Source: an optimization exercise on an open RTL-to-GDS flow (aim: small area and a short achievable clock period). Production flows keep margins and buffers that such runs may drop. No functional check of the RTL was part of any run shown here. Power and IR drop assume default switching activity.

==> design.v <==
`timescale 1ns/1ps
 `timescale 1ns/1ps
module uart_core (
   uart_tx, uart_if, rx_rts, prdata,
   uart_rx, uart_cts, pwrite, pwdata, psel, prst_n, penable, pclk,
   paddr
   );
  output        uart_tx;
  output        uart_if;
  output        rx_rts;
  output [31:0] prdata;
  input         uart_rx;
  input         uart_cts;
  input         pwrite;
  input  [31:0] pwdata;
  input         psel;
  input         prst_n;
  input         penable;
  input         pclk;
  input  [31:0] paddr;
  wire setup = psel & ~penable;
  reg  con_we, se_we, br_we, dt_we, ie_we, rxff_rd;
  always @(posedge pclk or negedge prst_n)
    if (!prst_n) begin
      con_we  <= 1'b0;
      se_we   <= 1'b0;
      br_we   <= 1'b0;
      dt_we   <= 1'b0;
      ie_we   <= 1'b0;
      rxff_rd <= 1'b0;
    end else begin
      con_we  <= setup &  pwrite & (paddr[6:0] == 7'h00);
      se_we   <= setup &  pwrite & (paddr[6:0] == 7'h04);
      br_we   <= setup &  pwrite & (paddr[6:0] == 7'h08);
      dt_we   <= setup &  pwrite & (paddr[6:0] == 7'h0C);
      ie_we   <= setup &  pwrite & (paddr[6:0] == 7'h10);
      rxff_rd <= setup & ~pwrite & (paddr[4:0] == 5'h0C);
    end
  wire ctx = con_we & pwdata[5];
  wire crx = con_we & pwdata[6];
  reg [6:0] con;
  reg [2:0] se;
  reg [7:0] brg;
  reg [4:0] ie;
  wire en   = se[0];
  wire d9   = se[1];
  wire bsel = se[2];
  wire af   = con[0] & en;
  always @(posedge pclk or negedge prst_n)
    if (!prst_n) begin
      con <= 7'd0;
      se  <= 3'd0;
      brg <= 8'd0;
      ie  <= 5'd0;
    end else begin
      if (con_we)      con <= pwdata[6:0];
      if (se_we)       se  <= pwdata[2:0];
      if (br_we & ~en) brg <= pwdata[7:0];
      if (ie_we)       ie  <= pwdata[4:0];
    end
  reg [7:0] rxc, txc;
  wire rx_tick = (rxc == brg);
  wire tx_tick = (txc == (bsel ? 8'd7 : 8'd15)) & rx_tick;
  always @(posedge pclk or negedge prst_n)
    if (!prst_n) begin
      rxc <= 8'd0;
      txc <= 8'd0;
    end else begin
      if (~en | rx_tick) rxc <= 8'd0;
      else               rxc <= rxc + 8'd1;
      if (~en | tx_tick) txc <= 8'd0;
      else if (rx_tick)  txc <= txc + 8'd1;
    end
  reg [4:0] tw, tr;
  reg [7:0] tmem [0:15];
  reg [3:0] sbc;
  reg       txne, txnf;
  wire t_push = dt_we & txnf;
  wire tx_complete = (sbc == (d9 ? 4'd10 : 4'd9));
  wire t_pop  = txne & tx_complete;
  wire [4:0] tr_n = t_pop ? tr + 5'd1 : tr;
  wire [4:0] tw_u = t_push ? tw + 5'd1 : tw;
  wire [4:0] tw_n = ctx ? tr : tw_u;
  wire txne_u = ~((tw_u[4] == tr_n[4]) & (tw_u[3:0] == tr_n[3:0]));
  wire txnf_u = ~((tw_u[4] != tr_n[4]) & (tw_u[3:0] == tr_n[3:0]));
  wire txne_n = ctx ? t_pop : txne_u;
  wire txnf_n = ctx | txnf_u;
  always @(posedge pclk or negedge prst_n)
    if (!prst_n) begin
      tw   <= 5'd0;
      tr   <= 5'd0;
      txne <= 1'b0;
      txnf <= 1'b1;
    end else begin
      tw   <= tw_n;
      tr   <= tr_n;
      txne <= txne_n;
      txnf <= txnf_n;
    end
  always @(posedge pclk)
    if (t_push) tmem[tw[3:0]] <= pwdata[7:0];
  reg [9:0] tsr;
  reg       tst;
  reg       tpar;
  wire [7:0] tdata  = tmem[tr[3:0]];
  wire       tx_en  = en & txne;
  wire       fsm_en = ~(af & uart_cts) & tx_en & tx_tick;
  wire       tsh    = tx_tick & tst;
  wire       tst_n  = tst ? (tx_en & ~tx_complete) : fsm_en;
  wire       tload  = fsm_en & ~tsh;
  always @(posedge pclk or negedge prst_n)
    if (!prst_n) begin
      tsr  <= 10'h3ff;
      sbc  <= 4'd0;
      tst  <= 1'b0;
      tpar <= 1'b0;
    end else begin
      if (tsh)         tsr <= {1'b1, tsr[9:1]};
      else if (tload)  tsr <= {1'b1, tdata, 1'b0};
      else if (tpar)   tsr[9] <= ^tsr[8:1];
      tpar <= tload & d9;
      if (tx_complete) sbc <= 4'd0;
      else if (tsh)    sbc <= sbc + 4'd1;
      tst <= tst_n;
    end
  assign uart_tx = tsr[0];
  reg       rx1, rxs, rx2;
  reg [1:0] rst;
  reg [3:0] samp, bitc;
  reg [9:0] rsr;
  reg       we1, we2, we3;
  wire start_en    = ~rxs & rx2;
  wire rbusy       = rst[1] | rst[0];
  wire samp_pt     = ~bsel ? (samp == 4'd7) : (samp[2:0] == 3'd3);
  wire rsh         = samp_pt & rx_tick;
  wire rx_complete = (bitc == (d9 ? 4'd10 : 4'd9));
  reg [1:0] rst_nx;
  always @(*)
    case (rst)
      2'd0:    rst_nx = start_en ? 2'd1 : 2'd0;
      2'd1:    rst_nx = rxs ? 2'd0 : (rsh ? 2'd2 : 2'd1);
      2'd2:    rst_nx = rx_complete ? 2'd0 : 2'd2;
      default: rst_nx = 2'd3;
    endcase
  wire [1:0] rst_n = en ? rst_nx : 2'd0;
  always @(posedge pclk or negedge prst_n)
    if (!prst_n) begin
      rx1  <= 1'b0;
      rxs  <= 1'b0;
      rx2  <= 1'b0;
      rst  <= 2'd0;
      samp <= 4'd0;
      bitc <= 4'd0;
    end else begin
      rx1 <= uart_rx;
      rxs <= rx1;
      rx2 <= rxs;
      rst <= rst_n;
      if (~rbusy)       samp <= 4'd0;
      else if (rx_tick) samp <= samp + 4'd1;
      if (rx_complete)        bitc <= 4'd0;
      else if (rst[1] & rsh)  bitc <= bitc + 4'd1;
    end
  always @(posedge pclk)
    if (rsh) rsr <= {rxs, rsr[9:1]};
  reg [4:0] rw, rr;
  reg       rxne, rxf;
  reg [9:0] rq [0:15];
  wire dt_wr  = ~rxf & rx_complete;
  wire mem_wr = dt_wr | we1;
  wire pe     = ^rsr[8:0];
  wire fe     = ~rsr[9];
  wire [9:0] fifo_in = d9 ? {rsr[7:0], pe, fe} : {rsr[8:1], 1'b0, fe};
  wire r_pop  = rxne & rxff_rd;
  wire [4:0] rr_n = r_pop ? rr + 5'd1 : rr;
  wire [4:0] rw_u = we3 ? rw + 5'd1 : rw;
  wire [4:0] rw_n = crx ? rr : rw_u;
  wire rxne_u = ~((rw_u[4] == rr_n[4]) & (rw_u[3:0] == rr_n[3:0]));
  wire rxf_u  =  (rw_u[4] != rr_n[4]) & (rw_u[3:0] == rr_n[3:0]);
  wire rxne_n = crx ? r_pop : rxne_u;
  wire rxf_n  = ~crx & rxf_u;
  always @(posedge pclk or negedge prst_n)
    if (!prst_n) begin
      we1  <= 1'b0;
      we2  <= 1'b0;
      we3  <= 1'b0;
      rw   <= 5'd0;
      rr   <= 5'd0;
      rxne <= 1'b0;
      rxf  <= 1'b0;
    end else begin
      we1  <= dt_wr;
      we2  <= we1;
      we3  <= we2;
      rw   <= rw_n;
      rr   <= rr_n;
      rxne <= rxne_n;
      rxf  <= rxf_n;
    end
  wire [3:0] widx = rw[3:0] - rr_n[3:0];
  reg  [9:0] rq_n [0:15];
  integer k;
  always @(*)
    for (k = 0; k < 16; k = k + 1)
      rq_n[k] = (mem_wr & (widx == k)) ? fifo_in : (r_pop ? rq[(k + 1) % 16] : rq[k]);
  always @(posedge pclk)
    for (k = 0; k < 16; k = k + 1)
      rq[k] <= rq_n[k];
  wire [4:0] ie_n  = ie_we ? pwdata[4:0] : ie;
  wire [1:0] rxt_n = con_we ? pwdata[4:3] : con[4:3];
  wire       af_n  = con_we ? (pwdata[0] & se[0]) : (se_we ? (con[0] & pwdata[0]) : af);
  wire [9:0] hd_n  = rq_n[0];
  wire       if_n  = (ie_n[4] & rxne_n & hd_n[0]) | (ie_n[3] & rxne_n & hd_n[1]) |
                     (ie_n[1] & rxf_n) | (ie_n[0] & txne_n);
  wire [5:0] rdiff_u = {1'b0, rw_u} - {1'b0, rr_n};
  reg        rthr_u;
  always @(*)
    case (rxt_n)
      2'd0: rthr_u = rdiff_u[5] | (|rdiff_u[4:1]);
      2'd1: rthr_u = rdiff_u[5] | (|rdiff_u[4:2]);
      2'd2: rthr_u = rdiff_u[5] | (|rdiff_u[4:3]);
      2'd3: rthr_u = rdiff_u[5] | rdiff_u[4];
    endcase
  wire       rts_n = af_n & (crx ? r_pop : rthr_u);
  wire       busy_n = tst_n | rst_n[1] | rst_n[0];
  reg  [7:0] prd_nx;
  always @(*)
    case (paddr[7:0])
      8'h00:   prd_nx = {1'b0, con};
      8'h04:   prd_nx = {busy_n, rxne_n, txnf_n, 2'b0, se};
      8'h08:   prd_nx = brg;
      8'h0c:   prd_nx = hd_n[9:2];
      8'h10:   prd_nx = {3'b0, ie};
      8'h14:   prd_nx = {3'b0, rxne_n & hd_n[0], rxne_n & hd_n[1], 1'b0, rxf_n, txne_n};
      default: prd_nx = 8'd0;
    endcase
  reg [7:0] prd;
  reg       if_q, rts_q;
  always @(posedge pclk)
    prd <= prd_nx;
  always @(posedge pclk or negedge prst_n)
    if (!prst_n) begin
      if_q  <= 1'b0;
      rts_q <= 1'b0;
    end else begin
      if_q  <= if_n;
      rts_q <= rts_n;
    end
  assign prdata  = {24'd0, prd};
  assign uart_if = if_q;
  assign rx_rts  = rts_q;
endmodule
==> run.sh <==
#!/bin/bash
# synth_recipe.tcl (not shown) runs the flow's synth.tcl, then flattens the netlist and writes it again
# the make line also repeats each setting of config.mk as NAME=value (left out here)
make -C /OpenROAD-flow-scripts/flow DESIGN_CONFIG=/design/flow/config.mk WORK_HOME=/design/flow/orfs CLKGATE_MAP_FILE= SYNTH_SCRIPT=/design/flow/synth_recipe.tcl finish
==> config.mk <==
export PLATFORM = sky130hd
export DESIGN_NAME = uart_core
export DESIGN_NICKNAME = uart_core
export VERILOG_FILES = /design/flow/design.v
export SDC_FILE = /design/flow/constraint.sdc
export NUM_CORES = 4
export LEC_CHECK = 0
export CAP_MARGIN = 20
export CORE_MARGIN = 2
export CORE_UTILIZATION = 60
export SETUP_SLACK_MARGIN = 2.4
export SLEW_MARGIN = 20
==> constraint.sdc <==
create_clock -name core_clock -period 5.0 [get_ports {pclk}]
set_input_delay 1.0000 -clock core_clock [delete_from_list [all_inputs] [get_ports {pclk}]]
set_output_delay 1.0000 -clock core_clock [all_outputs]
set_load 0.01 [all_outputs]
==> results of run 1 <==
-- per-stage QoR --
step / worst slack (ps) / instance area [sq um] / hold slack (ps) / power (uW) / utilization (%)
after floorplan: 2110 / 18700 / 331 / 4320 / -
after global placement: 1150 / 19200 / 337 / 4460 / 63.0
after detailed placement: 1160 / 19200 / 339 / 4480 / 63.0
after CTS: 2190 / 22400 / 353 / 7450 / 73.4
after global routing: 2070 / 22800 / 356 / 7690 / 74.8
final: 2110 / 22800 / 352 / 7430 / 74.8
-- metal layers --
metal / up-vias / share of wire, % / GRT usage, %
li1: 4968 / - / -
met1: 5632 / 45 / 40.2
met2: 365 / 47 / 40.4
met3: 71 / 6.0 / 4.34
met4: 0 / 2.2 / 6.05
met5: - / 0 / 0
-- sequential cells by signal, indices dropped and copies added, names as in the netlist, 5 cells and up --
register,cells
brg,8
con,7
ie,5
prd,8
rq,160
rr,5
rsr,10
rw,5
rxc,8
tmem,128
tr,5
tsr,10
tw,5
txc,8
-- worst register-to-register path: stages, from the launching register on --
cell and delay, ps:
dfrtp_1 400, ha_1 280, and3_4 230, nor2_4 50, xnor2_2 230, ha_4 200, a21oi_4 50, buf_6 160
buf_6 140, a211oi_4 300, buf_6 180, buf_16 120, mux2_2 320
-- worst paths after layout --
kind                        start   endpoint  slack [ps]  cells past startpoint
hold reg to reg               we2        we3         350                      0
setup reg to reg            rr[0]  rq[11][8]        2110                     12
min in group asynchronous  prst_n     txc[0]         580                      1
max in group asynchronous  prst_n      tr[0]        3350                      2
hold / removal                we2        we3         350                      0
setup / recovery            rr[0]  rq[11][8]        2110                     12
-- layout make-up --
cell class | instances | area [sq um]
sequential | 409 | 11600
multi-input combinational | 765 | 7700
fill | 1821 | 7680
timing repair buffer | 151 | 1620
clock buffer | 58 | 1130
tap | 396 | 495
clock inverter | 18 | 140
inverter | 35 | 131
-- Yosys cell counts, types with 5 or more instances --
library cell and instances:
nand4_1 5, nor3_1 14, a22oi_1 20, nand2b_1 10
dfstp_2 11, ha_1 20, a21o_1 10, nand3b_1 7
nand2_1 60, buf_4 30, mux2_1 12, mux2_4 5
mux4_2 40, dfxtp_1 18, mux2i_1 20, nand3_1 17
nor2_1 75, and3_1 13, xor2_1 26, nor2_2 5
inv_1 34, a211oi_1 5, buf_2 9, a21oi_1 25
nor4_1 5, a211o_1 5, or2_2 9, o21ai_0 40
mux2_2 160, and2_1 6, edfxtp_1 288, xnor2_1 36
o31ai_1 9, dfrtp_1 92, clkbuf_1 32
-- cells by family (layout without fill, tap and decap cells) --
family	after synthesis	after routing	share of synthesized area (%)
flops	409	409	62.7
simple gates	250	263	6.80
mux	237	237	16.8
fa+ha+maj	21	21	1.46
xor+xnor	67	67	3.51
buf+inv	111	262	3.04
compound gates	150	153	5.67
other cells	1	24	0.0203
-- timing repair --
action | CTS | global route
hold endpoints to repair | 0 | 0
pin swaps | 41 | 34
gates resized for setup | 253 | 54
cloned | 22 | 1
setup endpoints to repair | 346 | 330
hold buffers | 0 | 0
buffers inserted | 76 | 16
-- power by group through the flow --
stage	clock [uW]	sequential (uW)	combinational, uW
final	2930	3870	619
after CTS	2970	3870	606
after global placement	0	3930	526
after floorplan	0	3890	428
after detailed placement	0	3940	540
after global routing	3120	3890	687
==> qor.yml, run 1 <==
floorplanning:
  fp-row-count: 64
  die-area_sq_um: 32300
  die_h_microns: 180
  core_sq_um: 30500
  pin_count: 106
  fp.dieW_microns: 180
  initial_utilization_pct: 60.7
power_and_ir_drop:
  swShare_pct: 23.4
  comb_power_share_pct: 8.3
  p_switching_uw: 1740
  power_density_nw_per_um2: 325
  clkPwrFrac_pct: 39.5
  total_leakage_power_uw: 0.00856
  power.share.sequential_pct: 52.2
  peakVddDrop_mv: 0.302
  power.internal_uw: 5690
yosys:
  seq_area_frac_synth_pct: 62.7
  syn_inst: 1246
  ys_ff_latch: 409
  ys.flop_type: "edfxtp_1"
  syn_area_sq_um: 18500
  yosys-top-cells-area: "edfxtp_1 (47%), dfrtp_1 (12%), mux2_2 (9.7%), mux4_2 (4.9%), dfxtp_1 (1.9%)"
  syn_avg_cell_area_sq_um: 14.9
  synth_area_leader_cell: "edfxtp_1"
  yosys_warnings: 3
  synth.distinct_cells: 78
  async_flop_share_pct: 25.2
  synth-edff-count: 288
  netlist.area_leader.share_pct: 46.7
finish:
  drive_gt1_share_pct: 36.8
  num_antenna_cells: 0
  fin_cells: 1832
  final_common_cell: "edfxtp_1"
  final_cell_mix: "edfxtp_1 (288), mux2_4 (112), dfrtp_1 (88), nor2_1 (68), mux2_2 (64)"
  fin_nets: 1496
  area_growth_pct: 23.3
routing:
  drt_pre_antenna_iters: 6
  via_per_inst: 6.02
  ant_nets: 0
  routed_wl_microns: 43600
  vias: 11000
  drt_iter0_drc: 1004
  drc: 0
  wl_per_cell_microns: 23.8
sta:
  finalSetupTns_ps: 0
  hold_viol: 0
  fmax_mhz: 346
  period_needed_ps: 2890
  setup_violations: 0
  worstMarginPinSlew_ps: 886
  slew_viol_final: 0
  rsz0062_at_grt: "yes"
  post-route-period-util_pct: 57.9
  slew_headroom_pct: 41.0
  skew_ps: 20.2
clock_network:
  clock_path_buffers: 3
  clock-root-buffer: "clkbuf_16"
  numCtsBuffers: 42
  htreeDepth: 2
  tritoncts: "yes"
  cts.sinks: 409
  clkLatencyLatePin_ps: 540
  cts.clk_slew.worst_paths_ps: 60
critical_path:
  crit_top_cell: "buf_6"
  crit_arrival_ps: 3180
  setup.worst_path.end_class: "register"
  start_kind: "register"
  crit_required_ps: 5290
  critPathTopFamily: "buffers and inverters"
  path_buf_inv: 4
  slowest_stage: "dfrtp_1"
  max_stage_delay_ps: 400
  path_cells: "ha_1, and3_4, nor2_4, xnor2_2, ha_4, a21oi_4, buf_6, buf_6, a211oi_4, buf_6, buf_16, mux2_2"
  critical_path.max_fanout: 6
  path_class: "reg -> reg"
global_routing:
  antenna_found_initial: 0
  grt_overflow: 0
  grt_pass1_wl_microns: 65700
  grt_pass1_vias: 11000
  grt_max_degree: 66
  grt_usage_pct: 26.4
min_path:
  hp-class: "reg -> reg"
placement:
  io_buffers: 33
  dp.cells: 1641
  dpl.hpwl_microns: 25000
  routabilityCongestion: 0.828
run:
  max_cap_violations: 0
outcome:
  outcome: "no timing/DRC/antenna violations"
==> run 2: changes to the inputs <==
--- a/config.mk
+++ b/config.mk
@@ -8,5 +8,5 @@
 export CAP_MARGIN = 20
 export CORE_MARGIN = 2
 export CORE_UTILIZATION = 60
-export SETUP_SLACK_MARGIN = 2.4
+export SETUP_SLACK_MARGIN = 2.8
 export SLEW_MARGIN = 20
==> qor.yml, run 2 <==
yosys:
  ys_ff_latch: 409
  synth.distinct_cells: 78
  syn_area_sq_um: 18500
  syn_inst: 1246
  seq_area_frac_synth_pct: 62.7
  synth_top_family_by_area: "multiplexers"
  synthTopCellsByCount: "edfxtp_1 (288), mux2_2 (160), dfrtp_1 (92), nor2_1 (75), nand2_1 (60)"
  synth-edff-count: 288
  synth-simple-area-share_pct: 6.80
  synth-adder-area-share_pct: 1.46
  async_flop_share_pct: 25.2
  synth.most_common_cell: "edfxtp_1"
  syn_avg_cell_area_sq_um: 14.9
  synth-compound-area-share_pct: 5.67
  synth-xor-area-share_pct: 3.51
  ys.flop_type: "edfxtp_1"
  netlist.area_leader.share_pct: 46.7
  synth_mux_area_share_pct: 16.8
  synth_area_leader_cell: "edfxtp_1"
  yosys-top-cells-area: "edfxtp_1 (47%), dfrtp_1 (12%), mux2_2 (9.7%), mux4_2 (4.9%), dfxtp_1 (1.9%)"
  yosys_warnings: 3
min_path:
  hp-class: "reg -> reg"
  holdPathStages: 0
  whs_endpoint: "we3"
  hp-start: "we2"
routing:
  wl_per_cell_microns: 23.3
  routed_wl_microns: 43100
  drt_iter0_drc: 1177
  vias: 11100
  drt_pre_antenna_iters: 6
  via_per_inst: 6.01
  ant_nets: 0
  drc: 0
critical_path:
  reg2reg_slack_ps: 2060
  crit_arrival_ps: 3360
  path_cells: "buf_6, buf_6, a21boi_4, nor2_4, xnor2_2, ha_4, nor2b_4, o21a_1, o31ai_4, a21o_4, mux2_4, a221o_1"
  r2r-start: "rr[1]"
  crit_top_cell: "buf_6"
  slowest_stage: "dfrtp_1"
  max_stage_delay_ps: 440
  r2r_end: "prd[7]"
  rr_worst_depth: 12
  crit_required_ps: 5420
  setup.worst_path.end_class: "register"
  start_kind: "register"
  path_class: "reg -> reg"
  critical_path.max_fanout: 8
finish:
  fin_nets: 1510
  num_antenna_cells: 0
  final_cell_mix: "edfxtp_1 (288), mux2_2 (99), dfrtp_1 (81), mux2_4 (71), buf_4 (69)"
  fill_cells: 1830
  area_growth_pct: 24.9
  final_common_cell: "edfxtp_1"
  regArea_sq_um: 11600
  drive_gt1_share_pct: 40.3
  largest_register_ffs: 160
  largest_register: "rq"
  multi_input_area_sq_um: 7720
floorplanning:
  fp.dieW_microns: 180
  pin_count: 106
  die_h_microns: 180
  initial_utilization_pct: 60.7
  die-area_sq_um: 32300
  core_sq_um: 30500
  fp-row-count: 64
clock_network:
  cts.clk_slew.worst_paths_ps: 60
  clock_path_buffers: 3
  clkLatencyLatePin_ps: 550
  numCtsBuffers: 43
  clock-root-buffer: "clkbuf_16"
  cts.sinks: 409
  tritoncts: "yes"
  htreeDepth: 2
sta:
  post-route-period-util_pct: 58.8
  skew_ps: 16.4
  finalSetupTns_ps: 0
  fmax_mhz: 340
  period_needed_ps: 2940
  setup_violations: 0
  rsz0062_at_grt: "yes"
  worstMarginPinSlew_ps: 957
  slew_headroom_pct: 36.2
  hold_viol: 0
  slew_viol_final: 0
global_routing:
  grt_pass1_wl_microns: 63200
  grt_pass1_vias: 11000
  antenna_found_initial: 0
  grt_overflow: 0
  grt_usage_pct: 25.3
  grt_max_degree: 74
power_and_ir_drop:
  peakVddDrop_mv: 0.371
  power_density_nw_per_um2: 329
  total_leakage_power_uw: 0.00864
  p_total_uw: 7610
placement:
  io_buffers: 33
  dpl.hpwl_microns: 24600
  routabilityCongestion: 0.817
outcome:
  outcome: "no timing/DRC/antenna violations"
run:
  max_cap_violations: 0
## run 2: report_power, final
part           switching, uW  leakage (uW)  internal, uW
combinational            348       0.00396           357
sequential               143       0.00403          3740
clock                   1320      0.000649          1700
total                   1810       0.00864          5800
## run 2: per-stage QoR
step	cells	util, %	cell area, sq um	hold slack, ps	setup slack (ps)
finish	1847	75.7	23100	350	2060
CTS	1799	71.9	21900	351	2210
global route	1847	75.7	23100	366	1990
detailed placement	1635	63.0	19200	337	1160
floorplan	1269	-	18700	331	2110
global placement	1635	63.0	19200	337	1180
## run 2: kinds of logic after synthesis
logic type | Yosys count
adder cells (fa/ha/maj) | 21
other | 1
AO/OA/AOI/OAI | 150
multiplexers | 237
XOR/XNOR | 67
flip-flops | 409
AND/OR/NAND/NOR | 250
buffers and inverters | 111
## run 2: worst max-delay path by stage
stage | from | end | slack (ps) | cells past startpoint
floorplan | rxne | prd[0] | 2110 | 13
global placement | rxff_rd | rq[12][2] | 1180 | 9
detailed placement | rxff_rd | rq[12][4] | 1160 | 9
CTS | rr[1] | prd[7] | 2210 | 11
global route | rr[1] | prd[7] | 1990 | 12
finish | rr[1] | prd[7] | 2060 | 12
## run 2: area by class of cell
type,instances,area share (%)
inverters,35,0.569
flip-flops and latches,409,50.3
repair buffers,168,7.86
well taps,396,2.14
clock buffers,50,4.77
clock inverters,28,0.985
multi-input cells,761,33.4
## run 2: repair_timing
item / 4_1_cts / 5_1_grt
resized for setup: 172 / 172
hold buffers: 0 / 0
cloned: 17 / 6
endpoints found under the hold margin: 0 / 0
endpoints found under the setup margin: 404 / 349
pin swaps: 35 / 54
setup buffers: 69 / 42
## run 2: critical path, delay by kind of cell, from the launching register on
kind	cells	cell delay, ps
AOI/OAI and AO/OA	5	1130
DFF	1	440
muxes	1	330
adders and majority gates	1	260
and+or+nand+nor	2	230
buffers and inverters	2	220
xor gates and xnor gates	1	200
## run 2: layer usage
layer	track usage (%)	part of all wire (%)	vias up
li1	-	-	4998
met1	37.0	45	5689
met5	0	0	-
met3	5.06	5.8	80
met2	39.5	47	342
met4	6.24	2.1	0
==> run 3: changes to the inputs <==
--- a/design.v
+++ b/design.v
@@ -59,24 +59,33 @@
       if (ie_we)       ie  <= pwdata[4:0];
     end
   reg [7:0] rxc, txc;
-  wire rx_tick = (rxc == brg);
-  wire tx_tick = (txc == (bsel ? 8'd7 : 8'd15)) & rx_tick;
-  always @(posedge pclk or negedge prst_n)
-    if (!prst_n) begin
-      rxc <= 8'd0;
-      txc <= 8'd0;
-    end else begin
-      if (~en | rx_tick) rxc <= 8'd0;
-      else               rxc <= rxc + 8'd1;
-      if (~en | tx_tick) txc <= 8'd0;
-      else if (rx_tick)  txc <= txc + 8'd1;
+  reg       rx_tick, tx_tick;
+  wire [7:0] rxc_n   = (~en | rx_tick) ? 8'd0 : rxc + 8'd1;
+  wire [7:0] txc_n   = (~en | tx_tick) ? 8'd0 : (rx_tick ? txc + 8'd1 : txc);
+  wire       brg_ld  = br_we & ~en;
+  wire       rxtk_n  = (~en | rx_tick) ? (brg_ld ? (pwdata[7:0] == 8'd0) : (brg == 8'd0))
+                                       : (rxc + 8'd1 == brg);
+  wire       bsel_n  = se_we ? pwdata[2] : bsel;
+  wire       txtk_n  = (txc_n == (bsel_n ? 8'd7 : 8'd15)) & rxtk_n;
+  always @(posedge pclk or negedge prst_n)
+    if (!prst_n) begin
+      rxc     <= 8'd0;
+      txc     <= 8'd0;
+      rx_tick <= 1'b1;
+      tx_tick <= 1'b0;
+    end else begin
+      rxc     <= rxc_n;
+      txc     <= txc_n;
+      rx_tick <= rxtk_n;
+      tx_tick <= txtk_n;
     end
   reg [4:0] tw, tr;
   reg [7:0] tmem [0:15];
   reg [3:0] sbc;
   reg       txne, txnf;
   wire t_push = dt_we & txnf;
-  wire tx_complete = (sbc == (d9 ? 4'd10 : 4'd9));
+  reg  tx_complete;                    
+  wire d9_n = se_we ? pwdata[1] : d9;
   wire t_pop  = txne & tx_complete;
   wire [4:0] tr_n = t_pop ? tr + 5'd1 : tr;
   wire [4:0] tw_u = t_push ? tw + 5'd1 : tw;
@@ -108,10 +117,12 @@
   wire       tsh    = tx_tick & tst;
   wire       tst_n  = tst ? (tx_en & ~tx_complete) : fsm_en;
   wire       tload  = fsm_en & ~tsh;
+  wire [3:0] sbc_n  = tx_complete ? 4'd0 : (tsh ? sbc + 4'd1 : sbc);
   always @(posedge pclk or negedge prst_n)
     if (!prst_n) begin
       tsr  <= 10'h3ff;
       sbc  <= 4'd0;
+      tx_complete <= 1'b0;
       tst  <= 1'b0;
       tpar <= 1'b0;
     end else begin
@@ -119,8 +130,8 @@
       else if (tload)  tsr <= {1'b1, tdata, 1'b0};
       else if (tpar)   tsr[9] <= ^tsr[8:1];
       tpar <= tload & d9;
-      if (tx_complete) sbc <= 4'd0;
-      else if (tsh)    sbc <= sbc + 4'd1;
+      sbc  <= sbc_n;
+      tx_complete <= (sbc_n == (d9_n ? 4'd10 : 4'd9));
       tst <= tst_n;
     end
   assign uart_tx = tsr[0];
@@ -133,7 +144,8 @@
   wire rbusy       = rst[1] | rst[0];
   wire samp_pt     = ~bsel ? (samp == 4'd7) : (samp[2:0] == 3'd3);
   wire rsh         = samp_pt & rx_tick;
-  wire rx_complete = (bitc == (d9 ? 4'd10 : 4'd9));
+  reg  rx_complete;                    
+  wire [3:0] bitc_n = rx_complete ? 4'd0 : ((rst[1] & rsh) ? bitc + 4'd1 : bitc);
   reg [1:0] rst_nx;
   always @(*)
     case (rst)
@@ -151,6 +163,7 @@
       rst  <= 2'd0;
       samp <= 4'd0;
       bitc <= 4'd0;
+      rx_complete <= 1'b0;
     end else begin
       rx1 <= uart_rx;
       rxs <= rx1;
@@ -158,12 +171,13 @@
       rst <= rst_n;
       if (~rbusy)       samp <= 4'd0;
       else if (rx_tick) samp <= samp + 4'd1;
-      if (rx_complete)        bitc <= 4'd0;
-      else if (rst[1] & rsh)  bitc <= bitc + 4'd1;
+      bitc <= bitc_n;
+      rx_complete <= (bitc_n == (d9_n ? 4'd10 : 4'd9));
     end
   always @(posedge pclk)
     if (rsh) rsr <= {rxs, rsr[9:1]};
   reg [4:0] rw, rr;
+  reg [3:0] wo;                        
   reg       rxne, rxf;
   reg [9:0] rq [0:15];
   wire dt_wr  = ~rxf & rx_complete;
@@ -188,6 +202,7 @@
       rr   <= 5'd0;
       rxne <= 1'b0;
       rxf  <= 1'b0;
+      wo   <= 4'd0;
     end else begin
       we1  <= dt_wr;
       we2  <= we1;
@@ -196,32 +211,42 @@
       rr   <= rr_n;
       rxne <= rxne_n;
       rxf  <= rxf_n;
-    end
-  wire [3:0] widx = rw[3:0] - rr_n[3:0];
+      wo   <= rw_n[3:0] - rr_n[3:0];
+    end
+  wire [15:0] wdec = 16'd1 << wo;
   reg  [9:0] rq_n [0:15];
   integer k;
   always @(*)
     for (k = 0; k < 16; k = k + 1)
-      rq_n[k] = (mem_wr & (widx == k)) ? fifo_in : (r_pop ? rq[(k + 1) % 16] : rq[k]);
+      rq_n[k] = (mem_wr & (r_pop ? wdec[(k + 1) % 16] : wdec[k])) ? fifo_in
+                : (r_pop ? rq[(k + 1) % 16] : rq[k]);
   always @(posedge pclk)
     for (k = 0; k < 16; k = k + 1)
       rq[k] <= rq_n[k];
-  wire [4:0] ie_n  = ie_we ? pwdata[4:0] : ie;
-  wire [1:0] rxt_n = con_we ? pwdata[4:3] : con[4:3];
-  wire       af_n  = con_we ? (pwdata[0] & se[0]) : (se_we ? (con[0] & pwdata[0]) : af);
   wire [9:0] hd_n  = rq_n[0];
-  wire       if_n  = (ie_n[4] & rxne_n & hd_n[0]) | (ie_n[3] & rxne_n & hd_n[1]) |
-                     (ie_n[1] & rxf_n) | (ie_n[0] & txne_n);
-  wire [5:0] rdiff_u = {1'b0, rw_u} - {1'b0, rr_n};
-  reg        rthr_u;
-  always @(*)
-    case (rxt_n)
-      2'd0: rthr_u = rdiff_u[5] | (|rdiff_u[4:1]);
-      2'd1: rthr_u = rdiff_u[5] | (|rdiff_u[4:2]);
-      2'd2: rthr_u = rdiff_u[5] | (|rdiff_u[4:3]);
-      2'd3: rthr_u = rdiff_u[5] | rdiff_u[4];
+  wire       fe_n  = rxne_u & hd_n[0];
+  wire       pe_n  = rxne_u & hd_n[1];
+  wire       if_0  = (ie[4] & fe_n) | (ie[3] & pe_n) | (ie[1] & rxf_u) | (ie[0] & txne_u);
+  wire       if_ie = (pwdata[4] & fe_n) | (pwdata[3] & pe_n) | (pwdata[1] & rxf_u) | (pwdata[0] & txne_u);
+  wire       if_cn = (~pwdata[6] & ((ie[4] & fe_n) | (ie[3] & pe_n) | (ie[1] & rxf_u))) |
+                     (ie[0] & (pwdata[5] ? t_pop : txne_u));
+  wire       if_n  = ie_we ? if_ie : (con_we ? if_cn : if_0);
+  wire [5:0] rd0 = {1'b0, rw_u} - {1'b0, rr};
+  wire [5:0] rd1 = {1'b0, rw_u} - {1'b0, rr + 5'd1};
+  function thr;
+    input [1:0] t;
+    input [5:0] d;
+    case (t)
+      2'd0: thr = d[5] | (|d[4:1]);
+      2'd1: thr = d[5] | (|d[4:2]);
+      2'd2: thr = d[5] | (|d[4:3]);
+      2'd3: thr = d[5] | d[4];
     endcase
-  wire       rts_n = af_n & (crx ? r_pop : rthr_u);
+  endfunction
+  wire       rts_0  = af & (r_pop ? thr(con[4:3], rd1) : thr(con[4:3], rd0));
+  wire       rts_se = con[0] & pwdata[0] & thr(con[4:3], rd0);
+  wire       rts_cn = pwdata[0] & en & ~pwdata[6] & thr(pwdata[4:3], rd0);
+  wire       rts_n  = se_we ? rts_se : (con_we ? rts_cn : rts_0);
   wire       busy_n = tst_n | rst_n[1] | rst_n[0];
   reg  [7:0] prd_nx;
   always @(*)
==> qor.yml, run 3 <==
outcome:
  outcome: "no timing/DRC/antenna violations"
global_routing:
  grt_pass1_wl_microns: 63100
  grt_usage_pct: 24.9
  grt_max_degree: 77
  grt_pass1_vias: 11300
  antenna_found_initial: 0
  grt_overflow: 0
placement:
  routabilityCongestion: 0.806
  io_buffers: 33
  dp.cells: 1819
  dpl.hpwl_microns: 25600
floorplanning:
  pin_count: 106
  die_h_microns: 179
  core_sq_um: 30400
  fp.dieW_microns: 179
  die-area_sq_um: 32200
  initial_utilization_pct: 60.7
  fp-row-count: 64
finish:
  final_cell_mix: "edfxtp_1 (288), nand2_1 (173), nor2_1 (120), o21ai_0 (105), dfrtp_1 (81)"
  largest_register: "rq"
  final_common_cell: "edfxtp_1"
  largest_register_ffs: 160
  drive_gt1_share_pct: 23.7
  num_antenna_cells: 0
  fin_nets: 1615
  area_growth_pct: 17.4
  fin_cells: 1946
sta:
  slew_headroom_pct: 38.1
  hold_viol: 0
  setup_violations: 0
  post-route-period-util_pct: 53.7
  worstMarginPinSlew_ps: 928
  skew_ps: 22.8
  fmax_mhz: 372
  rsz0062_at_grt: "yes"
  period_needed_ps: 2690
  finalSetupTns_ps: 0
  slew_viol_final: 0
power_and_ir_drop:
  p_total_uw: 7100
  total_leakage_power_uw: 0.00833
  peakVddDrop_mv: 0.297
  power_density_nw_per_um2: 327
yosys:
  syn_inst: 1442
  synth.distinct_cells: 70
  ys.flop_type: "edfxtp_1"
  synth_area_leader_cell: "edfxtp_1"
  syn_avg_cell_area_sq_um: 12.8
  synth.most_common_cell: "edfxtp_1"
  synth-adder-area-share_pct: 1.95
  synth_mux_area_share_pct: 8.51
  ys_ff_latch: 417
  synth-edff-count: 288
  synth_top_family_by_area: "simple AND/OR/NAND/NOR gates"
  netlist.area_leader.share_pct: 46.8
  synthTopCellsByCount: "edfxtp_1 (288), nand2_1 (197), nor2_1 (129), o21ai_0 (115), dfrtp_1 (99)"
  yosys_warnings: 3
  yosys-top-cells-area: "edfxtp_1 (47%), dfrtp_1 (13%), mux4_2 (4.9%), nand2_1 (4.0%), o21ai_0 (3.1%)"
  seq_area_frac_synth_pct: 63.9
  synth-xor-area-share_pct: 4.18
  synth-simple-area-share_pct: 10.6
  syn_area_sq_um: 18500
  async_flop_share_pct: 26.6
  synth-compound-area-share_pct: 7.48
critical_path:
  path_cells: "ha_4, nand2_4, xor2_4, inv_2, ha_4, nor2_1, a211oi_2, buf_4, a31o_2, a22oi_2, o311ai_2, nand2_1, o211a_1"
  start_kind: "register"
  critical_path.max_fanout: 3
  path_class: "reg -> reg"
  max_stage_delay_ps: 450
  crit_arrival_ps: 3100
  setup.worst_path.end_class: "register"
  path_buf_inv: 2
  critPathTopFamily: "compound AO/OA/AOI/OAI gates"
  crit_required_ps: 5420
  slowest_stage: "dfrtp_2"
  crit_top_cell: "ha_4"
routing:
  ant_nets: 0
  drc: 0
  drt_pre_antenna_iters: 8
  drt_iter0_drc: 904
  routed_wl_microns: 40300
  wl_per_cell_microns: 20.7
  via_per_inst: 5.82
  vias: 11300
clock_network:
  htreeDepth: 2
  numCtsBuffers: 43
  cts.clk_slew.worst_paths_ps: 60
  clock-root-buffer: "clkbuf_16"
  cts_hold_buffers: 0
  clkLatencyLatePin_ps: 550
  cts.sinks: 417
  tritoncts: "yes"
  clock_path_buffers: 3
run:
  max_cap_violations: 0
min_path:
  hp-class: "reg -> reg"
[run 3: cell count changes after synthesis, sizes merged, moves of 8 or more]
cell and delta:
a21oi +31, xnor2 +11, a22oi -11, clkbuf +28, nor2 +47, mux2 -141
nand2 +136, o31ai -8, o21ai +75
[run 3: area by class of cell]
class	instances	area (sq um)
sequential	417	11800
fill	2094	8750
multi-input combinational	916	6880
clock buffer	60	1260
timing repair buffer	103	957
tap	396	495
inverter	36	135
clock inverter	18	123
[run 3: final timing paths]
kind,from,cells past startpoint,slack (ps),end
min in group asynchronous,prst_n,1,460,rw[4]
max in group asynchronous,prst_n,2,3510,txnf
min reg2reg,we2,0,350,we3
max,rw[0],13,2310,rts_q
max reg2reg,rw[0],13,2310,rts_q
min,we2,0,350,we3
[run 3: power by group]
part / internal [uW] / switching, uW
logic: 95.2 / 149
clock network: 1810 / 1300
registers: 3710 / 42.8
total: 5610 / 1490
[run 3: kinds of logic after synthesis]
group | after synthesis
buffers and inverters | 134
AOI/OAI and AO/OA | 236
adders and majority gates | 27
other | 1
xor gates and xnor gates | 81
and+or+nand+nor | 444
muxes | 102
DFF | 417
[run 3: per-layer routing]
metal	GRT usage (%)	wire length (microns)	vias up
li1	-	-	5321
met1	34.7	17400	5648
met2	42.1	20200	285
met3	3.34	1850	65
met4	6.21	802	0
met5	0	0	-
[run 3: through the flow]
step	instance area, sq um	utilization, %	hold slack (ps)	setup slack [ps]
global placement	19200	63.0	336	1380
CTS	21200	69.7	352	2280
global route	21700	71.2	363	2170
finish	21700	71.2	355	2310
detailed placement	19200	63.0	339	1340
floorplan	18700	-	331	2450
[run 3: what timing repair did]
| item | CTS | global route |
|---|---|---|
| resized for setup | 137 | 70 |
| setup buffers | 27 | 19 |
| setup endpoints to repair | 291 | 107 |
| cloned | 2 | 1 |
| pin swaps | 29 | 28 |
[run 3: worst reg2reg max path: stages, from the launching register on]
cell      delay (ps)
dfrtp_2          450
ha_4             180
nand2_4           70
xor2_4           160
inv_2             90
ha_4             270
nor2_1            60
a211oi_2         350
buf_4            180
a31o_2           150
a22oi_2           70
o311ai_2         260
nand2_1           70
o211a_1          210
==> run 4: changes to the inputs <==
--- a/design.v
+++ b/design.v
@@ -176,7 +176,7 @@
     end
   always @(posedge pclk)
     if (rsh) rsr <= {rxs, rsr[9:1]};
-  reg [4:0] rw, rr;
+  reg [4:0] rwu, rr;
   reg [3:0] wo;                        
   reg       rxne, rxf;
   reg [9:0] rq [0:15];
@@ -187,18 +187,20 @@
   wire [9:0] fifo_in = d9 ? {rsr[7:0], pe, fe} : {rsr[8:1], 1'b0, fe};
   wire r_pop  = rxne & rxff_rd;
   wire [4:0] rr_n = r_pop ? rr + 5'd1 : rr;
-  wire [4:0] rw_u = we3 ? rw + 5'd1 : rw;
-  wire [4:0] rw_n = crx ? rr : rw_u;
-  wire rxne_u = ~((rw_u[4] == rr_n[4]) & (rw_u[3:0] == rr_n[3:0]));
-  wire rxf_u  =  (rw_u[4] != rr_n[4]) & (rw_u[3:0] == rr_n[3:0]);
+  wire [5:0] rd0  = {1'b0, rwu} - {1'b0, rr};
+  wire [5:0] rd1  = {1'b0, rwu} + {1'b1, ~rr};
+  wire [5:0] rdn  = r_pop ? rd1 : rd0;
+  wire rxne_u = |rdn[4:0];
+  wire rxf_u  = (rdn[4:0] == 5'd16);
   wire rxne_n = crx ? r_pop : rxne_u;
   wire rxf_n  = ~crx & rxf_u;
+  wire [4:0] rw_n = crx ? rr : rwu;
   always @(posedge pclk or negedge prst_n)
     if (!prst_n) begin
       we1  <= 1'b0;
       we2  <= 1'b0;
       we3  <= 1'b0;
-      rw   <= 5'd0;
+      rwu  <= 5'd0;
       rr   <= 5'd0;
       rxne <= 1'b0;
       rxf  <= 1'b0;
@@ -207,11 +209,11 @@
       we1  <= dt_wr;
       we2  <= we1;
       we3  <= we2;
-      rw   <= rw_n;
+      rwu  <= rw_n + {4'd0, we2};
       rr   <= rr_n;
       rxne <= rxne_n;
       rxf  <= rxf_n;
-      wo   <= rw_n[3:0] - rr_n[3:0];
+      wo   <= crx ? 4'd0 : rdn[3:0];
     end
   wire [15:0] wdec = 16'd1 << wo;
   reg  [9:0] rq_n [0:15];
@@ -231,8 +233,6 @@
   wire       if_cn = (~pwdata[6] & ((ie[4] & fe_n) | (ie[3] & pe_n) | (ie[1] & rxf_u))) |
                      (ie[0] & (pwdata[5] ? t_pop : txne_u));
   wire       if_n  = ie_we ? if_ie : (con_we ? if_cn : if_0);
-  wire [5:0] rd0 = {1'b0, rw_u} - {1'b0, rr};
-  wire [5:0] rd1 = {1'b0, rw_u} - {1'b0, rr + 5'd1};
   function thr;
     input [1:0] t;
     input [5:0] d;
@@ -243,7 +243,8 @@
       2'd3: thr = d[5] | d[4];
     endcase
   endfunction
-  wire       rts_0  = af & (r_pop ? thr(con[4:3], rd1) : thr(con[4:3], rd0));
+  wire [5:0] rd1t   = (&rr) ? {1'b0, rwu} : rd1;
+  wire       rts_0  = af & (r_pop ? thr(con[4:3], rd1t) : thr(con[4:3], rd0));
   wire       rts_se = con[0] & pwdata[0] & thr(con[4:3], rd0);
   wire       rts_cn = pwdata[0] & en & ~pwdata[6] & thr(pwdata[4:3], rd0);
   wire       rts_n  = se_we ? rts_se : (con_we ? rts_cn : rts_0);
--- a/config.mk
+++ b/config.mk
@@ -8,5 +8,5 @@
 export CAP_MARGIN = 20
 export CORE_MARGIN = 2
 export CORE_UTILIZATION = 60
-export SETUP_SLACK_MARGIN = 2.8
+export SETUP_SLACK_MARGIN = 3.0
 export SLEW_MARGIN = 20
==> qor.yml, run 4 <==
yosys:
  synth_top_family_by_area: "simple AND/OR/NAND/NOR gates"
  syn_area_sq_um: 18300
  synthTopCellsByCount: "edfxtp_1 (288), nand2_1 (248), o21ai_0 (157), nor2_1 (109), dfrtp_1 (98)"
  synth_mux_area_share_pct: 7.39
  synth.distinct_cells: 69
  synth_area_leader_cell: "edfxtp_1"
  synth-simple-area-share_pct: 11.4
  synth-compound-area-share_pct: 8.36
  async_flop_share_pct: 26.4
  synth-xor-area-share_pct: 3.52
  syn_avg_cell_area_sq_um: 12.5
  synth-edff-count: 288
  yosys_warnings: 3
  synth.most_common_cell: "edfxtp_1"
  synth-adder-area-share_pct: 1.72
  ys.flop_type: "edfxtp_1"
  yosys-top-cells-area: "edfxtp_1 (47%), dfrtp_1 (13%), nand2_1 (5.1%), mux4_2 (4.9%), o21ai_0 (4.3%)"
  seq_area_frac_synth_pct: 64.2
  netlist.area_leader.share_pct: 47.2
  syn_inst: 1471
  ys_ff_latch: 416
floorplanning:
  initial_utilization_pct: 60.4
  pin_count: 106
  fp-row-count: 64
  die-area_sq_um: 32000
  fp.dieW_microns: 179
  die_h_microns: 179
  core_sq_um: 30300
finish:
  fin_nets: 1731
  fin_area_sq_um: 23700
  largest_register: "rq"
  final_cell_mix: "edfxtp_1 (288), nand2_1 (158), buf_4 (88), dfrtp_1 (81), nor2_1 (79)"
  area_growth_pct: 29.0
  num_antenna_cells: 0
  fill_cells: 1774
  drive_gt1_share_pct: 36.4
  fin_util_pct: 78.0
  largest_register_ffs: 160
  final_common_cell: "edfxtp_1"
placement:
  routabilityCongestion: 0.813
  io_buffers: 33
  dpl.hpwl_microns: 25100
  dpl_cell_area_sq_um: 19100
critical_path:
  crit_arrival_ps: 3010
  slowest_stage: "dfrtp_1"
  path_cells: "inv_2, ha_4, and3b_1, or3b_4, a21o_1, a221oi_4, and2_4, a211oi_2, a2111o_1"
  start_kind: "register"
  critical_path.max_fanout: 5
  crit_required_ps: 5430
  max_stage_delay_ps: 380
  path_class: "reg -> reg"
  critPathTopFamily: "compound AO/OA/AOI/OAI gates"
  path_buf_inv: 1
  setup.worst_path.end_class: "register"
clock_network:
  cts.sinks: 416
  cts_hold_buffers: 0
  numCtsBuffers: 43
  clock_path_buffers: 3
  cts.clk_slew.worst_paths_ps: 60
  htreeDepth: 2
  clkLatencyLatePin_ps: 550
  clock-root-buffer: "clkbuf_16"
  tritoncts: "yes"
sta:
  slew_viol_final: 0
  slew_headroom_pct: 33.3
  finalSetupTns_ps: 0
  setup_violations: 0
  post-route-period-util_pct: 51.6
  skew_ps: 17.9
  fmax_mhz: 387
  hold_viol: 0
  worstMarginPinSlew_ps: 1000
  period_needed_ps: 2580
  rsz0062_at_grt: "yes"
outcome:
  outcome: "no timing/DRC/antenna violations"
power_and_ir_drop:
  p_total_uw: 7490
  peakVddDrop_mv: 0.299
  total_leakage_power_uw: 0.00896
  power_density_nw_per_um2: 317
run:
  max_cap_violations: 0
routing:
  vias: 12600
  ant_nets: 0
  drc: 0
  drt_iter0_drc: 1237
  via_per_inst: 6.12
  drt_pre_antenna_iters: 6
  routed_wl_microns: 47300
  wl_per_cell_microns: 22.9
global_routing:
  grt_pass1_vias: 11100
  antenna_found_initial: 1
  grt_pass1_wl_microns: 63200
  grt_usage_pct: 26.3
  grt_overflow: 0
  grt_max_degree: 60
min_path:
  hp-class: "reg -> reg"
[run 4: cell types whose count changed in the layout (fill, tap and decap cells not counted), sizes merged, moves of 6 or more]
cell,before,now
o21ai,115,158
nor2,129,109
xnor2,47,36
buf,71,151
dlygate4sd2,8,2
or3,3,9
a21oi,58,41
mux2,36,19
nand2,197,264
[run 4: where the power goes]
| group | total, uW | leakage, uW | switching (uW) | internal [uW] |
|---|---|---|---|---|
| clock | 3080 | 0.000652 | 1330 | 1750 |
| combinational | 519 | 0.00421 | 289 | 230 |
| sequential | 3890 | 0.00410 | 107 | 3790 |
[run 4: final cells by class]
class	instances	area, sq um	area share [%]
tap	396	495	2.09
multi-input combinational	967	7940	33.5
timing repair buffer	176	1940	8.21
inverter	32	120	0.508
clock inverter	18	131	0.555
clock buffer	61	1220	5.15
sequential	416	11800	49.9
[run 4: repair_timing]
item,CTS,global route
pin swaps,34,130
setup endpoints to repair,428,368
setup buffers,47,55
gates cloned,6,34
resized for setup,217,374
[run 4: layer usage]
| layer | wire length [microns] | global-route usage [%] |
|---|---|---|
| met4 | 1020 | 6.40 |
| met1 | 20000 | 40.9 |
| met3 | 4010 | 5.30 |
| met5 | 13 | 0 |
| met2 | 22200 | 38.2 |
[run 4: cells by family after synthesis]
kind of cell	count (synthesis)
adders and majority gates	24
DFF	416
other	1
AOI/OAI and AO/OA	263
xor gates and xnor gates	69
buffers and inverters	137
and+or+nand+nor	478
muxes	83
[run 4: metrics by stage]
stage | hold slack [ps] | cells | worst slack, ps
floorplan | 331 | 1494 | 2490
global placement | 426 | 1845 | 1790
detailed placement | 430 | 1845 | 1700
CTS | 442 | 1977 | 2430
global route | 460 | 2066 | 2370
finish | 441 | 2066 | 2420
[run 4: path summary, 6_finish.rpt]
path	from	to	slack [ps]	depth (start not counted)
worst max-delay path	rr[2]	if_q	2420	9
worst min-delay path	rxs	rx2	440	0
worst max register to register	rr[2]	if_q	2420	9
worst min register to register	rxs	rx2	440	0
max in group asynchronous	prst_n	wo[3]	3520	2
min in group asynchronous	prst_n	sbc[3]	540	1
==> run 5: changes to the inputs <==
--- a/config.mk
+++ b/config.mk
@@ -8,5 +8,5 @@
 export CAP_MARGIN = 20
 export CORE_MARGIN = 2
 export CORE_UTILIZATION = 60
-export SETUP_SLACK_MARGIN = 3.0
+export SETUP_SLACK_MARGIN = 2.8
 export SLEW_MARGIN = 20
==> qor.yml, run 5 <==
routing:
  drt_iter0_drc: 1125
  ant_nets: 0
  drt_pre_antenna_iters: 5
  drc: 0
  wl_per_cell_microns: 20.5
  routed_wl_microns: 40700
  via_per_inst: 5.84
  vias: 11600
placement:
  io_buffers: 33
  routabilityCongestion: 0.806
  dpl.hpwl_microns: 24900
  dpl_cell_area_sq_um: 19000
critical_path:
  critPathLaunch: "rwu[0]"
  critical_path.max_fanout: 3
  crit_required_ps: 5410
  setup.worst_path.end_class: "register"
  path_class: "reg -> reg"
  crit_arrival_ps: 2940
  r2r-start: "rwu[0]"
  start_kind: "register"
  rr_worst_depth: 10
finish:
  fin_nets: 1643
  fin_area_sq_um: 21600
  final_common_cell: "edfxtp_1"
  drive_gt1_share_pct: 21.9
  area_growth_pct: 18.0
  largest_register: "rq"
  fin_util_pct: 71.3
  largest_register_ffs: 160
  final_cell_mix: "edfxtp_1 (288), nand2_1 (228), o21ai_0 (147), nor2_1 (98), dfrtp_1 (85)"
global_routing:
  grt_pass1_wl_microns: 60400
  grt_pass1_vias: 10800
  grt_usage_pct: 25.0
  grt_max_degree: 54
  grt_overflow: 0
  antenna_found_initial: 0
yosys:
  synthTopCellsByCount: "edfxtp_1 (288), nand2_1 (248), o21ai_0 (157), nor2_1 (109), dfrtp_1 (98)"
  netlist.area_leader.share_pct: 47.2
  syn_area_sq_um: 18300
  yosys_warnings: 3
  ys.flop_type: "edfxtp_1"
  synth.most_common_cell: "edfxtp_1"
  syn_inst: 1471
  ys_ff_latch: 416
  synth-edff-count: 288
  synth.distinct_cells: 69
  synth_area_leader_cell: "edfxtp_1"
  yosys-top-cells-area: "edfxtp_1 (47%), dfrtp_1 (13%), nand2_1 (5.1%), mux4_2 (4.9%), o21ai_0 (4.3%)"
  seq_area_frac_synth_pct: 64.2
  async_flop_share_pct: 26.4
  syn_avg_cell_area_sq_um: 12.5
sta:
  post-route-period-util_pct: 50.6
  setup_violations: 0
  worstMarginPinSlew_ps: 1040
  skew_ps: 19.3
  fmax_mhz: 395
  rsz0062_at_grt: "yes"
  slew_viol_final: 0
  slew_headroom_pct: 30.7
  finalSetupTns_ps: 0
  period_needed_ps: 2530
  hold_viol: 0
min_path:
  hp-class: "reg -> reg"
  holdPathStages: 0
  hp-start: "rx1"
clock_network:
  htreeDepth: 2
  clock-root-buffer: "clkbuf_16"
  tritoncts: "yes"
  cts.sinks: 416
  numCtsBuffers: 43
  cts.clk_slew.worst_paths_ps: 60
  clock_path_buffers: 3
  clkLatencyLatePin_ps: 540
power_and_ir_drop:
  peakVddDrop_mv: 0.309
  power_density_nw_per_um2: 350
  total_leakage_power_uw: 0.00832
run:
  max_cap_violations: 0
floorplanning:
  fp-row-count: 64
  fp.dieW_microns: 179
  die_h_microns: 179
  core_sq_um: 30300
  die-area_sq_um: 32000
  initial_utilization_pct: 60.4
  pin_count: 106
outcome:
  outcome: "no timing/DRC/antenna violations"
## run 5: cell count changes in the layout (fill, tap and decap cells not counted), moves of 13 or more
| cell | delta |
|---|---|
| buf_12 | -13 |
| buf_4 | -29 |
| buf_6 | -24 |
| nand2_1 | +70 |
| nand2_2 | -56 |
| nand2_8 | -21 |
| nor2_1 | +19 |
| nor2_2 | -16 |
| o21ai_0 | +77 |
| o21ai_1 | -35 |
| o21ai_2 | -37 |
## run 5: logic make-up after synthesis
group | Yosys count | synth area share [%]
AOI/OAI and AO/OA | 263 | 8.36
xor gates and xnor gates | 69 | 3.52
adders and majority gates | 24 | 1.72
buffers and inverters | 137 | 3.41
DFF | 416 | 64.2
muxes | 83 | 7.39
other | 1 | 0.0204
and+or+nand+nor | 478 | 11.4
## run 5: path summary, 6_finish.rpt
check	to	slack, ps
max	if_q	2470
max reg2reg	if_q	2470
min reg2reg	rxs	460
min	rxs	460
min in group asynchronous	sbc[2]	500
max in group asynchronous	rr[0]	3490
## run 5: critical path: stages (launching register included)
cell	delay, ps
dfrtp_1	400
inv_2	100
buf_6	100
ha_4	110
and3b_1	180
or3b_1	380
a21o_1	210
a221oi_4	350
and2_4	210
a211oi_1	50
a2111o_1	350
## run 5: cell type report
cell class                 count  area, sq um
sequential                   416        11800
fill                        2069         8700
multi-input combinational    948         6790
clock buffer                  53         1160
timing repair buffer         107         1020
tap                          396          495
clock inverter                27          269
inverter                      32          120
antenna                        1         2.50
## run 5: what timing repair did
| item | CTS | global route |
|---|---|---|
| hold buffers | 0 | 0 |
| pin swaps | 22 | 30 |
| gates resized for setup | 127 | 76 |
| cloned | 0 | 9 |
| setup endpoints to repair | 327 | 255 |
| setup buffers | 30 | 17 |
## run 5: power breakdown
part / leakage, uW / switching (uW) / internal (uW)
combinational: 0.00352 / 266 / 219
clock: 0.000702 / 1330 / 1880
sequential: 0.00410 / 104 / 3790
## run 5: metal layers
metal  share of wire, %  up-vias  track usage (%)
met5                  0        -                0
met4                1.8        0             6.06
met3                7.4       61             5.43
met2                 44      336             36.5
met1                 46     5727             38.6
li1                   -     5443                -
## run 5: metrics by stage
stage          instances  hold WS, ps  setup slack (ps)  total power [uW]
6_report            1980          464              2470              7580
5_1_grt             1979          466              2390              7840
4_1_cts             1953          461              2460              7610
3_5_place_dp        1843          452              1820              4410
3_3_place_gp        1843          432              1820              4400
2_1_floorplan       1494          331              2490              4270
==> run 6: changes to the inputs <==
--- a/design.v
+++ b/design.v
@@ -111,6 +111,7 @@
   reg [9:0] tsr;
   reg       tst;
   reg       tpar;
+  reg       ntx;                       
   wire [7:0] tdata  = tmem[tr[3:0]];
   wire       tx_en  = en & txne;
   wire       fsm_en = ~(af & uart_cts) & tx_en & tx_tick;
@@ -125,16 +126,19 @@
       tx_complete <= 1'b0;
       tst  <= 1'b0;
       tpar <= 1'b0;
+      ntx  <= 1'b0;
     end else begin
       if (tsh)         tsr <= {1'b1, tsr[9:1]};
       else if (tload)  tsr <= {1'b1, tdata, 1'b0};
       else if (tpar)   tsr[9] <= ^tsr[8:1];
       tpar <= tload & d9;
+      if (tsh)         ntx <= ~tsr[1];
+      else if (tload)  ntx <= 1'b1;
       sbc  <= sbc_n;
       tx_complete <= (sbc_n == (d9_n ? 4'd10 : 4'd9));
       tst <= tst_n;
     end
-  assign uart_tx = tsr[0];
+  assign uart_tx = ~ntx;
   reg       rx1, rxs, rx2;
   reg [1:0] rst;
   reg [3:0] samp, bitc;
@@ -187,11 +191,27 @@
   wire [9:0] fifo_in = d9 ? {rsr[7:0], pe, fe} : {rsr[8:1], 1'b0, fe};
   wire r_pop  = rxne & rxff_rd;
   wire [4:0] rr_n = r_pop ? rr + 5'd1 : rr;
-  wire [5:0] rd0  = {1'b0, rwu} - {1'b0, rr};
-  wire [5:0] rd1  = {1'b0, rwu} + {1'b1, ~rr};
+  function [5:0] inc6;
+    input [5:0] x;
+    integer i;
+    for (i = 0; i < 6; i = i + 1) inc6[i] = x[i] ^ (&(x | ~((6'd1 << i) - 6'd1)));
+  endfunction
+  function [5:0] dec6;
+    input [5:0] x;
+    integer i;
+    for (i = 0; i < 6; i = i + 1) dec6[i] = x[i] ^ ~(|(x & ((6'd1 << i) - 6'd1)));
+  endfunction
+  reg  [5:0] rd;
+  wire [5:0] rd0  = rd;
+  wire [5:0] rd1  = dec6(rd);
   wire [5:0] rdn  = r_pop ? rd1 : rd0;
-  wire rxne_u = |rdn[4:0];
-  wire rxf_u  = (rdn[4:0] == 5'd16);
+  wire rxne_u = r_pop ? (rd[4:0] != 5'd1)  : (rd[4:0] != 5'd0);
+  wire rxf_u  = r_pop ? (rd[4:0] == 5'd17) : (rd[4:0] == 5'd16);
+  wire rr31   = &rr;
+  wire rwu31  = &rwu;
+  wire [5:0] rd_s = (we2 & ~r_pop) ? inc6(rd) : ((r_pop & ~we2) ? rd1 : rd);
+  wire [5:0] rd_u = rd_s ^ {(we2 & rwu31) ^ (r_pop & rr31), 5'd0};
+  wire [5:0] rd_c = we2 ? (rr31 ? 6'd33 : 6'd1) : 6'd0;
   wire rxne_n = crx ? r_pop : rxne_u;
   wire rxf_n  = ~crx & rxf_u;
   wire [4:0] rw_n = crx ? rr : rwu;
@@ -202,6 +222,7 @@
       we3  <= 1'b0;
       rwu  <= 5'd0;
       rr   <= 5'd0;
+      rd   <= 6'd0;
       rxne <= 1'b0;
       rxf  <= 1'b0;
       wo   <= 4'd0;
@@ -211,6 +232,7 @@
       we3  <= we2;
       rwu  <= rw_n + {4'd0, we2};
       rr   <= rr_n;
+      rd   <= crx ? rd_c : rd_u;
       rxne <= rxne_n;
       rxf  <= rxf_n;
       wo   <= crx ? 4'd0 : rdn[3:0];
@@ -243,7 +265,7 @@
       2'd3: thr = d[5] | d[4];
     endcase
   endfunction
-  wire [5:0] rd1t   = (&rr) ? {1'b0, rwu} : rd1;
+  wire [5:0] rd1t   = rr31 ? {1'b0, rwu} : rd1;
   wire       rts_0  = af & (r_pop ? thr(con[4:3], rd1t) : thr(con[4:3], rd0));
   wire       rts_se = con[0] & pwdata[0] & thr(con[4:3], rd0);
   wire       rts_cn = pwdata[0] & en & ~pwdata[6] & thr(pwdata[4:3], rd0);
--- a/config.mk
+++ b/config.mk
@@ -8,5 +8,7 @@
 export CAP_MARGIN = 20
 export CORE_MARGIN = 2
 export CORE_UTILIZATION = 60
+export CTS_CLUSTER_DIAMETER = 50
+export CTS_CLUSTER_SIZE = 20
 export SETUP_SLACK_MARGIN = 2.8
 export SLEW_MARGIN = 20
==> qor.yml, run 6 <==
finish:
  fin_util_pct: 70.6
  largest_register_ffs: 160
  fin_nets: 1623
  final_cell_mix: "edfxtp_1 (288), nand2_1 (212), o21ai_0 (164), dfrtp_1 (95), nor2_1 (83)"
  largest_register: "rq"
  final_common_cell: "edfxtp_1"
  drive_gt1_share_pct: 20.1
  fin_cells: 1955
  fill_cells: 2064
  num_antenna_cells: 0
  area_growth_pct: 16.2
power_and_ir_drop:
  peakVddDrop_mv: 0.312
  power_density_nw_per_um2: 351
  total_leakage_power_uw: 0.00839
min_path:
  holdPathStages: 0
  hp-start: "rx1"
  hp-class: "reg -> reg"
  whs_endpoint: "rxs"
critical_path:
  r2r_end: "if_q"
  crit_required_ps: 5360
  rr_worst_depth: 7
  path_cells: "ha_4, and3_4, or3_1, a211o_1, a221o_2, o21ai_0, a32oi_2"
  crit_arrival_ps: 2970
  reg2reg_slack_ps: 2400
  path_buf_inv: 0
  max_stage_delay_ps: 510
  critPathTopFamily: "compound AO/OA/AOI/OAI gates"
  setup.worst_path.end_class: "register"
  slowest_stage: "dfrtp_4"
  critical_path.max_fanout: 4
  start_kind: "register"
  path_class: "reg -> reg"
  r2r-start: "tr[0]"
clock_network:
  numCtsBuffers: 38
  tritoncts: "yes"
  clock-root-buffer: "clkbuf_16"
  clock_path_buffers: 3
  clkLatencyLatePin_ps: 540
  cts_hold_buffers: 0
  cts.sinks: 422
  htreeDepth: 2
  cts.clk_slew.worst_paths_ps: 70
floorplanning:
  fp.dieW_microns: 180
  core_sq_um: 30500
  fp-row-count: 64
  pin_count: 106
  die-area_sq_um: 32300
  initial_utilization_pct: 60.8
  die_h_microns: 180
placement:
  dp_slack_ps: 1710
  dpl.hpwl_microns: 25000
  io_buffers: 33
  dp.cells: 1844
  routabilityCongestion: 0.805
sta:
  post-route-period-util_pct: 52.1
  period_needed_ps: 2600
  skew_ps: 32.5
  whs_ps: 361
  slew_viol_final: 0
  fmax_mhz: 384
  slew_headroom_pct: 35.8
  rsz0062_at_grt: "yes"
  finalSetupTns_ps: 0
  worstMarginPinSlew_ps: 960
  setup_violations: 0
  hold_viol: 0
  setup_slack_ps: 2400
yosys:
  synth_area_leader_cell: "edfxtp_1"
  netlist.area_leader.share_pct: 46.7
  yosys_warnings: 3
  synth.distinct_cells: 73
  synth.most_common_cell: "edfxtp_1"
  syn_inst: 1478
  syn_avg_cell_area_sq_um: 12.5
  syn_area_sq_um: 18500
  yosys-top-cells-area: "edfxtp_1 (47%), dfrtp_1 (14%), nand2_1 (4.8%), o21ai_0 (4.6%), mux4_2 (3.9%)"
  ys_ff_latch: 422
  ys.flop_type: "edfxtp_1"
  async_flop_share_pct: 27.5
  seq_area_frac_synth_pct: 64.3
  synthTopCellsByCount: "edfxtp_1 (288), nand2_1 (239), o21ai_0 (169), dfrtp_1 (105), nor2_1 (90)"
  synth-edff-count: 288
routing:
  via_per_inst: 5.98
  wl_met2_microns: 19200
  drt_iter0_drc: 1050
  ant_nets: 0
  met3_length_microns: 2370
  wl_per_cell_microns: 21.1
  routed.top_layer: "met4"
  wl_met1_microns: 18700
  routed_wl_microns: 41300
  vias: 11700
  drc: 0
  drt_pre_antenna_iters: 5
global_routing:
  antenna_found_initial: 0
  grt_overflow: 0
  grt_pass1_vias: 11400
  grt_usage_pct: 25.5
  grt_max_degree: 47
  grt_pass1_wl_microns: 64100
run:
  max_cap_violations: 0
outcome:
  outcome: "no timing/DRC/antenna violations"
[run 6: cell count changes in the layout (fill, tap and decap cells not counted), moves of 9 or more]
cell	delta
buf_4	-11
a211oi_1	+11
a21oi_1	-11
nor2_1	-15
dfrtp_1	+10
nand2_1	-16
o21ai_0	+17
inv_6	+9
mux2i_1	+23
[run 6: how the worst max path moves through the flow]
stage | cells after the start | endpoint | start
CTS | 8 | if_q | tr[1]
global route | 8 | if_q | tr[1]
detailed placement | 4 | prd[0] | pwdata[5]
global placement | 9 | rwu[4] | pwdata[6]
finish | 7 | if_q | tr[0]
floorplan | 7 | prd[5] | tr[1]
[run 6: worst reg2reg max path, cell delays in order, from the launching register on]
cell,delay (ps)
dfrtp_4,510
ha_4,240
and3_4,170
or3_1,330
a211o_1,260
a221o_2,390
o21ai_0,390
a32oi_2,140
[run 6: layout make-up]
type	count	area, sq um	share of cell area (%)
clock buffers	41	1010	4.71
clock inverters	28	285	1.32
inverters	25	93.8	0.436
multi-input cells	948	6720	31.2
flip-flops and latches	422	11900	55.5
well taps	396	495	2.30
repair buffers	95	985	4.57
[run 6: metrics by stage]
step / cell area, sq um / power, uW
CTS: 21000 / 7590
finish: 21500 / 7560
global route: 21500 / 7840
detailed placement: 19100 / 4550
floorplan: 18600 / 4380
global placement: 19100 / 4530
[run 6: layer usage]
layer | vias up | track usage [%]
li1 | 5466 | -
met4 | 0 | 6.73
met2 | 346 | 39.5
met1 | 5812 | 38.6
met3 | 65 | 3.40
met5 | - | 0
[run 6: logic make-up after synthesis]
kind of cell	synth area share, %
compound gates	8.86
simple gates	11.2
flops	64.3
other cells	0.0202
fa+ha+maj	1.49
buf+inv	3.33
xor+xnor	3.15
mux	7.64
[run 6: what timing repair did]
item                                    CTS  global route
buffers inserted                         19            14
endpoints found under the setup margin  310           211
pin swaps                                11            14
resized for setup                       136            68
cloned                                    4             5
[run 6: power breakdown]
part	total, uW	leakage (uW)	internal, uW	switching (uW)
clock	3040	0.000636	1640	1400
combinational	563	0.00357	246	317
sequential	3960	0.00418	3830	130

what the ideal ports hide:
The flow's constraints put no driver on any port. The routed layouts listed below were extracted and timed again, unchanged, in two steps.
Step 1 assumes that a clkbuf_16 drives the clock port and a buf_2 every other input.
Step 2 adds t to the input delays and takes it off the output delays; t is the mean of the earliest and latest rising clock arrival at the registers after step 1. Input paths then give back, and output paths get back, about the clock's delay inside the block.
Slacks: ideal ports / drivers / drivers and shift; pairs: ideal ports / drivers.
run	t, ns	setup WS [ns]	worst hold slack (ns)
run 1	0.589	2.106 / 2.106 / 1.806	0.352 / 0.352 / 0.352
run 2	0.595	2.060 / 2.060 / 1.887	0.350 / 0.350 / 0.350
run 3	0.589	2.314 / 2.314 / 2.212	0.355 / 0.355 / 0.355
run 4	0.592	2.419 / 2.419 / 2.389	0.441 / 0.441 / 0.441
run 5	0.587	2.470 / 2.470 / 2.236	0.464 / 0.464 / 0.464
run 6	0.578	2.395 / 2.395 / 2.035	0.361 / 0.361 / 0.361
After both steps setup and hold are still met in every run listed. For run 6, which loses most, drivers alone change the setup slack by 0.000 ns; drivers and shift together by -0.360 ns.
